What follows belongs to an exercise in optimizing a design on an open flow for small area, a short achievable clock period and few clock cycles per item; a production flow would make more cautious choices.
At most, simulation tests tie the RTL to the original design; equivalence was not proved.

==> module sk_add, before the edit <==
module sk_add (input [31:0] a, b, output [31:0] s);
	logic [31:0] g [0:5];
	logic [31:0] p [0:5];
	assign g[0] = a & b;
	assign p[0] = a | b;
	genvar l, i;
	generate
		for (l = 0; l < 5; l++) begin : lv
			for (i = 0; i < 32; i++) begin : bt
				if ((i >> l) & 1) begin
					localparam int j = ((i >> l) << l) - 1;
					assign g[l+1][i] = g[l][i] | (p[l][i] & g[l][j]);
					assign p[l+1][i] = p[l][i] & p[l][j];
				end else begin
					assign g[l+1][i] = g[l][i];
					assign p[l+1][i] = p[l][i];
				end
			end
		end
	endgenerate
	assign s = a ^ b ^ {g[5][30:0], 1'b0};
endmodule
==> module SHA256_core, before the edit <==
module SHA256_core (
	input clk,
	input ld,
	input ld0,
	input ph2,            
	input lpre2,          
	input [3:0] ffe_w,    
	input [3:0] ffa_w,    
	input [3:0] esel,     
	input [3:0] asel,     
	input oph2,           
	input park_d,         
	input park_w,         
	input park_a,         
	input cmp_d,          
	input [2:0] cr,       
	input [1:0] wsel,     
	input [3:0] k,
	input [5:0] rnd,      
	input [255:0] midstate,
	input [95:0] data,
	input [31:0] n,
	input [255:0] target,
	output e_lt, e_eq     
);
	localparam [255:0] IV = 256'h6a09e667bb67ae853c6ef372a54ff53a510e527f9b05688c1f83d9ab5be0cd19;
	localparam [31:0] K0 = 32'h428a2f98;
	localparam [31:0] C2 = 32'h5be0cd19 + 32'h428a2f98 + 32'ha54ff53a;
	logic [31:0] a, b, c, d, e, f, g;
	logic [31:0] w [0:15];
	logic [31:0] pre_s, pre_c;
	logic [31:0] S0, S1, ch, mj;
	SIGMA0 SG0(a, S0);
	SIGMA1 SG1(e, S1);
	choice chs(e, f, g, ch);
	majority mjs(a, b, c, mj);
	logic [31:0] e1s, e1c, e2s, e2c, e_new;
	csa ce1(ch, pre_s, pre_c, e1s, e1c);
	csa ce2(e1s, e1c, S1, e2s, e2c);
	sk_add ae(e2s, e2c, e_new);
	logic [31:0] a1s, a1c, a2s, a2c, a_new;
	csa1 ca1(mj, e, ~d, a1s, a1c);
	csa  ca2(a1s, a1c, S0, a2s, a2c);
	sk_add aa(a2s, a2c, a_new);
	logic [31:0] s0w, s1w, wu, wv, wx, wy, wn;
	sigma0 sg0(w[1], s0w);
	sigma1 sg1(w[14], s1w);
	csa cw1(w[9], w[0], s0w, wu, wv);
	csa cw2(wu, wv, s1w, wx, wy);
	assign wn = wx + wy;
	logic [31:0] bw, w15;
	always_comb begin
		bw = 32'd0;
		if (wsel[0])
			case (k)
				4'd0: bw = data[95:64];
				4'd1: bw = data[63:32];
				4'd2: bw = data[31:0];
				4'd3: bw = {n[7:0], n[15:8], n[23:16], n[31:24]};
				4'd4: bw = 32'h80000000;
				4'd15: bw = 32'd640;
				default: bw = 32'd0;
			endcase
		else
			case (k)
				4'd8: bw = 32'h80000000;
				4'd15: bw = 32'd256;
				default: bw = 32'd0;
			endcase
	end
	assign w15 = (wsel == 2'd0) ? wn : bw;
	logic [31:0] kn, p1s, p1c, pn_s, pn_c;
	sha256_k_next kr(rnd, kn);
	csa cp1(g, b, w[1], p1s, p1c);
	csa cp2(p1s, p1c, kn, pn_s, pn_c);
	logic [31:0] l1s, l1c, q1s, q1c;
	csa cl1(midstate[31:0], K0, data[95:64], l1s, l1c);
	csa cl2(l1s, l1c, midstate[159:128], q1s, q1c);
	logic [31:0] opa, ope, opr_a, opr_e, ffa, ffe, te, xe, xd;
	always_comb begin
		ope = ({32{esel[0]}} & (oph2 ? IV[31:0]   : midstate[31:0]))
		    | ({32{esel[1]}} & (oph2 ? IV[63:32]  : midstate[63:32]))
		    | ({32{esel[2]}} & (oph2 ? IV[95:64]  : midstate[95:64]))
		    | ({32{esel[3]}} & (oph2 ? IV[127:96] : midstate[127:96]));
		opa = ({32{asel[0]}} & (oph2 ? IV[159:128] : midstate[159:128]))
		    | ({32{asel[1]}} & (oph2 ? IV[191:160] : midstate[191:160]))
		    | ({32{asel[2]}} & (oph2 ? IV[223:192] : midstate[223:192]))
		    | ({32{asel[3]}} & (oph2 ? IV[255:224] : midstate[255:224]));
		case (cr)
			3'd0: te = target[255:224];
			3'd1: te = target[223:192];
			3'd2: te = target[191:160];
			3'd3: te = target[159:128];
			3'd4: te = target[127:96];
			3'd5: te = target[95:64];
			3'd6: te = target[63:32];
			default: te = target[31:0];
		endcase
	end
	always_ff @(posedge clk) begin
		opr_a <= opa;
		opr_e <= ope;
	end
	assign ffa = a + opr_a;
	assign ffe = e + opr_e;
	assign xd = cmp_d ? d : w[0];
	assign xe = {xd[7:0], xd[15:8], xd[23:16], xd[31:24]};
	assign e_lt = xe < te;
	assign e_eq = xe == te;
	logic [255:0] lv;
	assign lv = ph2 ? IV : midstate;
	always_ff @(posedge clk) begin
		if (ld) begin
			{e, f, g} <= lv[127:32];
			{b, c} <= lv[191:128];
			if (lpre2)
				{pre_s, pre_c} <= {a ^ opr_a ^ C2, (a[30:0] & opr_a[30:0]) | (a[30:0] & C2[30:0]) | (opr_a[30:0] & C2[30:0]), 1'b0};
			else
				{pre_s, pre_c} <= {q1s, q1c};
		end else begin
			g <= f; f <= e; e <= e_new;
			c <= b; b <= a;
			{pre_s, pre_c} <= {pn_s, pn_c};
		end
		d <= park_d ? ffe : c;
		a <= (ld | ld0) ? (ld ? lv[223:192] : lv[255:224]) : a_new;
		for (int j = 0; j < 15; j++) w[j] <= w[j+1];
		w[15] <= w15;
		if (ffe_w[0]) w[11] <= ffe;
		if (ffe_w[1]) w[9]  <= ffe;
		if (ffe_w[2]) w[7]  <= ffe;
		if (ffe_w[3]) w[5]  <= ffe;
		if (ffa_w[0]) w[6]  <= ffa;
		if (ffa_w[1]) w[4]  <= ffa;
		if (ffa_w[2]) w[2]  <= ffa;
		if (ffa_w[3]) w[0]  <= ffa;
		if (park_w) w[0] <= park_a ? ffa : ffe;
	end
endmodule
export LEC_CHECK = 0
export ABC_AREA = 1
export CAP_MARGIN = 20
export CORE_MARGIN = 2
export CORE_UTILIZATION = 40
export SETUP_SLACK_MARGIN = 5.0
export SLEW_MARGIN = 20
export TNS_END_PERCENT = 5
create_clock -name core_clock -period 10.0 [get_ports {CLOCK_50}]
standard.sh (not shown) runs the stock make flow with config.mk's settings and CLKGATE_MAP_FILE= SYNTH_SCRIPT=/design/flow/synth_recipe.tcl, a recipe that flattens the netlist after the stock synthesis.
==> flow/flow/run.sh <==
#!/bin/bash
# The standard layout (the standard.sh: standard synthesis, floorplan, place,
# CTS, route, finish), with the port buffers made from buf_1 cells instead of
# the default choice, and timing repair aiming at 6.2 ns of setup slack.  make's full output goes to make.log in this folder;
# ORFS keeps each step's own log under orfs/logs.
set -euo pipefail
bash standard.sh BUFFER_PORTS_ARGS="-buffer_cell sky130_fd_sc_hd__buf_1" SETUP_SLACK_MARGIN=6.2 finish > make.log 2>&1
Testbench counts at the start, summed over its fixed seeds: cycles 1,043,776, nonces 8,126.
Rerun with:
--- a/flow/design.v
+++ b/flow/design.v
@@ -91,32 +91,10 @@
 endmodule
 module csa1 (input [31:0] x, y, z, output [31:0] s, c);
 	assign s = x ^ y ^ z;
 	assign c = {(x[30:0] & y[30:0]) | (x[30:0] & z[30:0]) | (y[30:0] & z[30:0]), 1'b1};
 endmodule
-module sk_add (input [31:0] a, b, output [31:0] s);
-	logic [31:0] g [0:5];
-	logic [31:0] p [0:5];
-	assign g[0] = a & b;
-	assign p[0] = a | b;
-	genvar l, i;
-	generate
-		for (l = 0; l < 5; l++) begin : lv
-			for (i = 0; i < 32; i++) begin : bt
-				if ((i >> l) & 1) begin
-					localparam int j = ((i >> l) << l) - 1;
-					assign g[l+1][i] = g[l][i] | (p[l][i] & g[l][j]);
-					assign p[l+1][i] = p[l][i] & p[l][j];
-				end else begin
-					assign g[l+1][i] = g[l][i];
-					assign p[l+1][i] = p[l][i];
-				end
-			end
-		end
-	endgenerate
-	assign s = a ^ b ^ {g[5][30:0], 1'b0};
-endmodule
 module SHA256_core (
 	input clk,
 	input ld,
 	input ld0,
 	input ph2,            
@@ -152,15 +130,15 @@
 	choice chs(e, f, g, ch);
 	majority mjs(a, b, c, mj);
 	logic [31:0] e1s, e1c, e2s, e2c, e_new;
 	csa ce1(ch, pre_s, pre_c, e1s, e1c);
 	csa ce2(e1s, e1c, S1, e2s, e2c);
-	sk_add ae(e2s, e2c, e_new);
+	assign e_new = e2s + e2c;
 	logic [31:0] a1s, a1c, a2s, a2c, a_new;
 	csa1 ca1(mj, e, ~d, a1s, a1c);
 	csa  ca2(a1s, a1c, S0, a2s, a2c);
-	sk_add aa(a2s, a2c, a_new);
+	assign a_new = a2s + a2c;
 	logic [31:0] s0w, s1w, wu, wv, wx, wy, wn;
 	sigma0 sg0(w[1], s0w);
 	sigma1 sg1(w[14], s1w);
 	csa cw1(w[9], w[0], s0w, wu, wv);
 	csa cw2(wu, wv, s1w, wx, wy);
Outcome:
- non-clock buffer count rises by 34
- area after synthesis falls by 0.56%
- cell area rises by 1.6%
- die area falls by 0.55%
- setup slack is better by 0.022 ns
- routed wire length rises by 6.9%
- synthesized cell count rises by 0.88%
Testbench counts after the change, summed over its fixed seeds: cycles 1,043,776, nonces 8,126.

## main
Another version of the RTL of SHA256_controller (not shown whole).
Size in the first run: ~920 flip-flops, about 640 I/O pins, roughly 0.059 mm² of cells after synthesis.
==> flow/design.v (excerpt) <==
module SHA256_controller (
	input CLOCK_50,
	input calculate,
	input [95:0] data,
	input [255:0] midstate,
	input [255:0] target,
	output [31:0] good_nonce,
	output reg done
);
==> module SHA256_core, before the edit <==
module SHA256_core (
	input clk,
	input ld,
	input ld0,
	input ph2,            
	input lpre2,          
	input [3:0] ffe_w,    
	input [3:0] ffa_w,    
	input [3:0] esel,     
	input [3:0] asel,     
	input oph2,           
	input park_d,         
	input park_w,         
	input park_a,         
	input cmp_d,          
	input [2:0] cr,       
	input [1:0] wsel,     
	input [3:0] k,
	input [5:0] rnd,      
	input [255:0] midstate,
	input [95:0] data,
	input [31:0] n,
	input [255:0] target,
	output e_lt, e_eq     
);
	localparam [255:0] IV = 256'h6a09e667bb67ae853c6ef372a54ff53a510e527f9b05688c1f83d9ab5be0cd19;
	localparam [31:0] K0 = 32'h428a2f98;
	localparam [31:0] C2 = 32'h5be0cd19 + 32'h428a2f98 + 32'ha54ff53a;
	logic [31:0] a, b, c, d, e, f, g;
	logic [31:0] w [0:15];
	logic [31:0] pre_s, pre_c;
	logic [31:0] S0, S1;
	SIGMA0 SG0(a, S0);
	SIGMA1 SG1(e, S1);
	logic [31:0] ef_s, ef_c, eg_s, eg_c, ex_s, ex_c, e2s, e2c, e_new;
	csa cef(f, pre_s, pre_c, ef_s, ef_c);
	csa ceg(g, pre_s, pre_c, eg_s, eg_c);
	assign ex_s = (e & ef_s) | (~e & eg_s);
	assign ex_c = {(e[30:0] & ef_c[31:1]) | (~e[30:0] & eg_c[31:1]), 1'b0};
	csa ce2(ex_s, ex_c, S1, e2s, e2c);
	sk_add ae(e2s, e2c, e_new);
	logic [31:0] bo_s, bo_c, ba_s, ba_c, ax_s, ax_c, a2s, a2c, a_new;
	csa1 cao(b | c, e, ~d, bo_s, bo_c);
	csa1 caa(b & c, e, ~d, ba_s, ba_c);
	assign ax_s = (a & bo_s) | (~a & ba_s);
	assign ax_c = {(a[30:0] & bo_c[31:1]) | (~a[30:0] & ba_c[31:1]), 1'b1};
	csa ca2(ax_s, ax_c, S0, a2s, a2c);
	sk_add aa(a2s, a2c, a_new);
	logic [31:0] s0w, s1w, wu, wv, wx, wy, wn;
	sigma0 sg0(w[1], s0w);
	sigma1 sg1(w[14], s1w);
	csa cw1(w[9], w[0], s0w, wu, wv);
	csa cw2(wu, wv, s1w, wx, wy);
	assign wn = wx + wy;
	logic [31:0] bw, w15;
	always_comb begin
		bw = 32'd0;
		if (wsel[0])
			case (k)
				4'd0: bw = data[95:64];
				4'd1: bw = data[63:32];
				4'd2: bw = data[31:0];
				4'd3: bw = {n[7:0], n[15:8], n[23:16], n[31:24]};
				4'd4: bw = 32'h80000000;
				4'd15: bw = 32'd640;
				default: bw = 32'd0;
			endcase
		else
			case (k)
				4'd8: bw = 32'h80000000;
				4'd15: bw = 32'd256;
				default: bw = 32'd0;
			endcase
	end
	assign w15 = (wsel == 2'd0) ? wn : bw;
	logic [31:0] kn, p1s, p1c, pn_s, pn_c;
	sha256_k_next kr(rnd, kn);
	csa cp1(g, b, w[1], p1s, p1c);
	csa cp2(p1s, p1c, kn, pn_s, pn_c);
	logic [31:0] l1s, l1c, q1s, q1c;
	csa cl1(midstate[31:0], K0, data[95:64], l1s, l1c);
	csa cl2(l1s, l1c, midstate[159:128], q1s, q1c);
	logic [31:0] opa, ope, opr_a, opr_e, ffa, ffe, te, xe, xd;
	always_comb begin
		ope = ({32{esel[0]}} & (oph2 ? IV[31:0]   : midstate[31:0]))
		    | ({32{esel[1]}} & (oph2 ? IV[63:32]  : midstate[63:32]))
		    | ({32{esel[2]}} & (oph2 ? IV[95:64]  : midstate[95:64]))
		    | ({32{esel[3]}} & (oph2 ? IV[127:96] : midstate[127:96]));
		opa = ({32{asel[0]}} & (oph2 ? IV[159:128] : midstate[159:128]))
		    | ({32{asel[1]}} & (oph2 ? IV[191:160] : midstate[191:160]))
		    | ({32{asel[2]}} & (oph2 ? IV[223:192] : midstate[223:192]))
		    | ({32{asel[3]}} & (oph2 ? IV[255:224] : midstate[255:224]));
		case (cr)
			3'd0: te = target[255:224];
			3'd1: te = target[223:192];
			3'd2: te = target[191:160];
			3'd3: te = target[159:128];
			3'd4: te = target[127:96];
			3'd5: te = target[95:64];
			3'd6: te = target[63:32];
			default: te = target[31:0];
		endcase
	end
	always_ff @(posedge clk) begin
		opr_a <= opa;
		opr_e <= ope;
	end
	assign ffa = a + opr_a;
	assign ffe = e + opr_e;
	assign xd = cmp_d ? d : w[0];
	assign xe = {xd[7:0], xd[15:8], xd[23:16], xd[31:24]};
	assign e_lt = xe < te;
	assign e_eq = xe == te;
	logic [255:0] lv;
	assign lv = ph2 ? IV : midstate;
	always_ff @(posedge clk) begin
		if (ld) begin
			{e, f, g} <= lv[127:32];
			{b, c} <= lv[191:128];
			if (lpre2)
				{pre_s, pre_c} <= {a ^ opr_a ^ C2, (a[30:0] & opr_a[30:0]) | (a[30:0] & C2[30:0]) | (opr_a[30:0] & C2[30:0]), 1'b0};
			else
				{pre_s, pre_c} <= {q1s, q1c};
		end else begin
			g <= f; f <= e; e <= e_new;
			c <= b; b <= a;
			{pre_s, pre_c} <= {pn_s, pn_c};
		end
		d <= park_d ? ffe : c;
		a <= (ld | ld0) ? (ld ? lv[223:192] : lv[255:224]) : a_new;
		for (int j = 0; j < 15; j++) w[j] <= w[j+1];
		w[15] <= w15;
		if (ffe_w[0]) w[11] <= ffe;
		if (ffe_w[1]) w[9]  <= ffe;
		if (ffe_w[2]) w[7]  <= ffe;
		if (ffe_w[3]) w[5]  <= ffe;
		if (ffa_w[0]) w[6]  <= ffa;
		if (ffa_w[1]) w[4]  <= ffa;
		if (ffa_w[2]) w[2]  <= ffa;
		if (ffa_w[3]) w[0]  <= ffa;
		if (park_w) w[0] <= park_a ? ffa : ffe;
	end
endmodule
Settings: LEC_CHECK=0, ABC_AREA=1, CAP_MARGIN=20, CORE_MARGIN=2, CORE_UTILIZATION=40, SETUP_SLACK_MARGIN=5.0, SLEW_MARGIN=20, TNS_END_PERCENT=5; clock period 10.0 ns.
==> flow/flow/run.sh <==
#!/bin/bash
# The standard layout (the standard.sh: standard synthesis, floorplan, place,
# CTS, route, finish), with the port buffers made from buf_1 cells instead of
# the default choice, and timing repair aiming at 6.5 ns of setup slack.  make's full output goes to make.log in this folder;
# ORFS keeps each step's own log under orfs/logs.
set -euo pipefail
bash standard.sh BUFFER_PORTS_ARGS="-buffer_cell sky130_fd_sc_hd__buf_1" SETUP_SLACK_MARGIN=6.5 finish > make.log 2>&1
Changes in the feature branch relative to main:
diff --git a/flow/design.v b/flow/design.v
--- a/flow/design.v
+++ b/flow/design.v
@@ -146,22 +146,18 @@
 	logic [31:0] a, b, c, d, e, f, g;
 	logic [31:0] w [0:15];
 	logic [31:0] pre_s, pre_c;
-	logic [31:0] S0, S1;
+	logic [31:0] S0, S1, ch, mj;
 	SIGMA0 SG0(a, S0);
 	SIGMA1 SG1(e, S1);
-	logic [31:0] ef_s, ef_c, eg_s, eg_c, ex_s, ex_c, e2s, e2c, e_new;
-	csa cef(f, pre_s, pre_c, ef_s, ef_c);
-	csa ceg(g, pre_s, pre_c, eg_s, eg_c);
-	assign ex_s = (e & ef_s) | (~e & eg_s);
-	assign ex_c = {(e[30:0] & ef_c[31:1]) | (~e[30:0] & eg_c[31:1]), 1'b0};
-	csa ce2(ex_s, ex_c, S1, e2s, e2c);
+	choice chs(e, f, g, ch);
+	majority mjs(a, b, c, mj);
+	logic [31:0] e1s, e1c, e2s, e2c, e_new;
+	csa ce1(ch, pre_s, pre_c, e1s, e1c);
+	csa ce2(e1s, e1c, S1, e2s, e2c);
 	sk_add ae(e2s, e2c, e_new);
-	logic [31:0] bo_s, bo_c, ba_s, ba_c, ax_s, ax_c, a2s, a2c, a_new;
-	csa1 cao(b | c, e, ~d, bo_s, bo_c);
-	csa1 caa(b & c, e, ~d, ba_s, ba_c);
-	assign ax_s = (a & bo_s) | (~a & ba_s);
-	assign ax_c = {(a[30:0] & bo_c[31:1]) | (~a[30:0] & ba_c[31:1]), 1'b1};
-	csa ca2(ax_s, ax_c, S0, a2s, a2c);
+	logic [31:0] a1s, a1c, a2s, a2c, a_new;
+	csa1 ca1(mj, e, ~d, a1s, a1c);
+	csa  ca2(a1s, a1c, S0, a2s, a2c);
 	sk_add aa(a2s, a2c, a_new);
 	logic [31:0] s0w, s1w, wu, wv, wx, wy, wn;
 	sigma0 sg0(w[1], s0w);
==> run notes <==
- Every stage of the flow completed for the feature branch, and the final layout passed the timing, design-rule and antenna checks.
- In the flow results for the feature branch and main, the hold slack is smaller on main.
- Looking only at post-synthesis share of cell area spent on and, or, nand and nor gates, and setting everything else aside, the higher value of the feature branch and main goes to main.
- Number of placed cells counting well taps, the feature branch and main: higher on main
- Compared to main, the feature branch shows a wider setup margin.
- When the feature branch is measured against main, its via count of the first global-routing pass turns out 2.9% lower.
- Compared with main, the feature branch ends up with less cell area.
- On total number of multi-input combinational cells: between the feature branch and main, it ends up lower for the feature branch.
- ~same clock tree skew after final layout in the feature branch and main
- The feature branch vs. main: fraction of the core area covered by cells at the end of the flow now sits lower; routed length on met1 lower.
Testbench counts of the feature branch, summed over its fixed seeds: cycles 1,043,776, nonces 8,126.
The RTL of main was laid out without a check of its function.

==> port drivers added, routing unchanged <==
Ports are ideal in the flow. The routed layouts listed here were re-timed in OpenROAD. Step 1 sets driving cells, clkbuf_16 on the clock port and buf_2 on the other inputs (assumed; they add their load-dependent delay and slew). Step 2 adds t to the input delays and takes it off the output delays; t is the mean of the earliest and latest rising clock arrival at the registers after step 1. Input paths then give back, and output paths get back, about the clock's delay inside the block. a / b / c = ideal ports / drivers / drivers and shift; a / b = the first two.
| run | t (ns) | slack for setup (ns) | worst hold slack (ns) | latest minus earliest clock arrival (ns) | worst data-port slew with drivers (ns) |
|---|---|---|---|---|---|
| the first run of note 1 | 0.826 | 5.999 / 5.999 / 5.503 | 0.300 / 0.300 / 0.300 | 0.071 / 0.072 | 0.22 |
| the second run of note 1 | 0.821 | 6.022 / 6.022 / 5.378 | 0.309 / 0.309 / 0.309 | 0.042 / 0.043 | 0.23 |
| main | 0.820 | 6.014 / 6.014 / 5.271 | 0.289 / 0.289 / 0.289 | 0.062 / 0.062 | 0.21 |
| the feature branch | 0.828 | 6.134 / 6.134 / 5.599 | 0.306 / 0.306 / 0.306 | 0.065 / 0.066 | 0.24 |
After both steps every run listed still meets setup and hold. The setup slack of main, which loses most, moves by 0.000 ns with the drivers and by -0.743 ns with both steps.
